This design comes from an exercise in tuning for small area and a short achievable clock period on the open sky130 flow, not from production work.
RTL that was checked went through simulation tests only; none was proved equivalent to the original.
No driver is modelled on the clock port, so clock power and skew are understated where the tree is cut down; a real chip needs a root buffer or a tree.
Power and IR drop assume default switching activity.

## lane 2
==> flow/design.v <==
`timescale 1ns/1ps
module lifo #(parameter N = 32,
              parameter depth = 3)
             (input wire clk,
              input wire reset,
              input wire wr_en,
              input wire rd_en,
              input [N-1:0] din,
              output reg [N-1:0] dout,
              output reg full,
              output wire empty);
    localparam DEPTH = 2**depth;
    reg              ne;               
    reg [DEPTH:1]    at_r;             
    reg              ne_o;             
    reg [N-1:0]      mem [0:DEPTH-1];
    wire [DEPTH+1:0] at = {1'b0, at_r, ~ne};    
    assign empty = ~ne_o;
    wire [DEPTH-1:0] we;
    genvar i;
    generate
        for (i = 0; i < DEPTH; i = i + 1) begin : g_we
            if (i == 0)
                assign we[i] = wr_en & (rd_en ? (at[0] | at[1]) : at[0]);
            else if (i == DEPTH-1)
                assign we[i] = wr_en & ~rd_en & at[i];
            else
                assign we[i] = wr_en & (rd_en ? at[i+1] : at[i]);
        end
    endgenerate
    generate
        for (i = 0; i < DEPTH; i = i + 1) begin : g_mem
            always @(posedge clk)
                if (we[i]) mem[i] <= din;
        end
    endgenerate
    wire [DEPTH-1:0] sel;
    generate
        for (i = 0; i < DEPTH; i = i + 1) begin : g_sel
            assign sel[i] = rd_en & at[i+1];
        end
    endgenerate
    wire hold = ~rd_en | ~ne;
    reg [N-1:0] dout_n;
    integer j;
    always @* begin
        dout_n = {N{hold}} & dout;
        for (j = 0; j < DEPTH; j = j + 1)
            dout_n = dout_n | ({N{sel[j]}} & mem[j]);
    end
    reg [DEPTH:1] at_n;
    reg           ne_n;
    integer k;
    always @* begin
        case ({wr_en, rd_en})
            2'b10: begin                           
                ne_n = 1'b1;
                for (k = 1; k < DEPTH; k = k + 1) at_n[k] = at[k-1];
                at_n[DEPTH] = at[DEPTH-1] | at[DEPTH];
            end
            2'b01: begin                           
                ne_n = ne & ~at[1];
                for (k = 1; k <= DEPTH; k = k + 1) at_n[k] = at[k+1];
            end
            2'b11: begin                           
                ne_n = 1'b1;                       
                for (k = 1; k <= DEPTH; k = k + 1) at_n[k] = at[k];
                at_n[1] = at[0] | at[1];
                at_n[DEPTH-1] = at[DEPTH-1] | at[DEPTH];
                at_n[DEPTH] = 1'b0;
            end
            default: begin
                ne_n = ne;
                at_n = at_r;
            end
        endcase
    end
    always @(posedge clk or posedge reset)
    begin
        if (reset) begin
            dout <= {N{1'b0}};
            ne   <= 1'b0;
            at_r <= {DEPTH{1'b0}};
            full <= 1'b0;
            ne_o <= 1'b0;
        end else begin
            dout <= dout_n;
            ne   <= ne_n;
            at_r <= at_n;
            full <= ~rd_en & (at[DEPTH] | (wr_en & at[DEPTH-1]));
            ne_o <= wr_en | (ne & ~(rd_en & at[1]));
        end
    end
endmodule
clock: 3.8 ns
lec_check: 0
cap_margin: 20
core_margin: 2
core_utilization: 60
setup_slack_margin: 2.2
slew_margin: 20
standard.sh (not shown) runs the stock make flow with config.mk's settings and CLKGATE_MAP_FILE= SYNTH_SCRIPT=/design/flow/synth_recipe.tcl, a recipe that flattens the netlist after the stock synthesis.
==> flow/flow/run.sh <==
#!/bin/bash
# The standard layout (the standard.sh), with the clock tree built by
# flow/mycts.tcl in place of TritonCTS: the clock port drives MYCTS_R buffers,
# which drive MYCTS_K leaf buffers, each driving a group of nearby flip-flops.
# The port buffers start as the smallest buffer; repair sizes them up as needed.
set -euo pipefail
here=$(pwd)
bash standard.sh PRE_CTS_TCL="$here/flow/mycts.tcl" MYCTS_K=12 MYCTS_R=4 BUFFER_PORTS_ARGS="-buffer_cell sky130_fd_sc_hd__buf_1" finish > "$here/standard.log" 2>&1
Other scripts of this flow, unchanged in this note and not shown: flow/flow/mycts.tcl
No stage failed in lane 2, and the final checks on the layout all came back clean.
Relative to lane 2, the following input files were edited for lane 3:
==> flow/flow/run.sh <==
#!/bin/bash
# The standard layout (the standard.sh), with the clock tree built by
# flow/mycts.tcl in place of TritonCTS: the clock port drives MYCTS_R buffers,
# which drive MYCTS_K leaf buffers, each driving a group of nearby flip-flops.
set -euo pipefail
here=$(pwd)
bash standard.sh PRE_CTS_TCL="$here/flow/mycts.tcl" MYCTS_K=12 MYCTS_R=4 finish > "$here/standard.log" 2>&1
Results
- Both conditions hold for lane 3: the flow ran to the end and the final layout passed the timing, design-rule and antenna checks.
- Summary of lane 3 over lane 2: post-placement setup slack decreased 0.11 ns, area after synthesis roughly the same, final cell utilization of the core rose by 2.1 points.
- Maximum operating frequency for lane 3: 3.8 MHz down relative to lane 2
- Lane 3 vs lane 2: area of combinational cells with multiple inputs up in lane 3
- Lane 3 ended up with a higher maximum number of pins on one net before global-route repair than lane 2 did.
- Reported for lane 3 and lane 2, antenna cell count turned out identical to the last digit.
- Lane 3 does better than lane 2 on worst voltage drop across the vdd grid.
- Fraction of power consumed by the clock network delta for lane 3 relative to lane 2: 0.5 points lower
- Compared with lane 2, lane 3 shows minimum period implied by the final worst setup slack higher by 0.012 ns.
- Lane 3: power consumption 1.0% above lane 2
No run of this note takes its clock network from TritonCTS; it comes from the design's own scripts or RTL.

---

lifo, a different RTL version from the one above (not shown whole).
For scale: roughly 590 cells after synthesis, roughly 300 flip-flops, ~70 I/O pins.
clock: 3.8 ns
lec_check: 0
cap_margin: 20
core_margin: 2
core_utilization: 40
slew_margin: 20
run.sh (not shown) runs the stock make flow with config.mk's settings and CLKGATE_MAP_FILE= SYNTH_SCRIPT=/design/flow/synth_recipe.tcl, a recipe that flattens the netlist after the stock synthesis.
Stock flow here: none of the scripts above is used.
Next try:
- CORE_UTILIZATION: 40 -> 60
- SETUP_SLACK_MARGIN: unset -> 2.2
- cell area is higher by a few percent
- utilization climbs by 28 points
- clock power went down by a few percent
- wire length came out higher by a few percent
No run of this note included a check of the RTL's function; only the layout flow was run.

[separate check: timing with driven ports]
The results above use ideal ports. As a check the final layouts listed here were re-extracted and re-timed, cells and wires unchanged. Step 1 (the two cells are an assumption about what drives the block):
set clk [get_ports {clk}]
set_driving_cell -lib_cell sky130_fd_sc_hd__clkbuf_16 $clk
set_driving_cell -lib_cell sky130_fd_sc_hd__buf_2 [delete_from_list [all_inputs] $clk]
Step 2 moves the port delays by t, midway between the first and last clock arrival at a register: inputs arrive t later, outputs are due t later. That takes back most of the time a late clock gives input paths. Three values: ideal, step 1, step 2; two values: the first two.
run	t (ns)	setup WS [ns]	clock arrival spread, ns
lane 2	0.406	2.060 / 2.036 / 1.630	0.030 / 0.030
lane 3	0.395	2.048 / 2.025 / 1.688	0.024 / 0.025
the first run of note 2	0.575	0.856 / 0.807 / 1.158	0.010 / 0.011
the second run of note 2	0.587	1.846 / 1.801 / 1.606	0.014 / 0.014
After both steps setup and hold are still met in every run listed. For lane 2, which loses most, drivers alone change the setup slack by -0.024 ns; drivers and shift together by -0.430 ns.
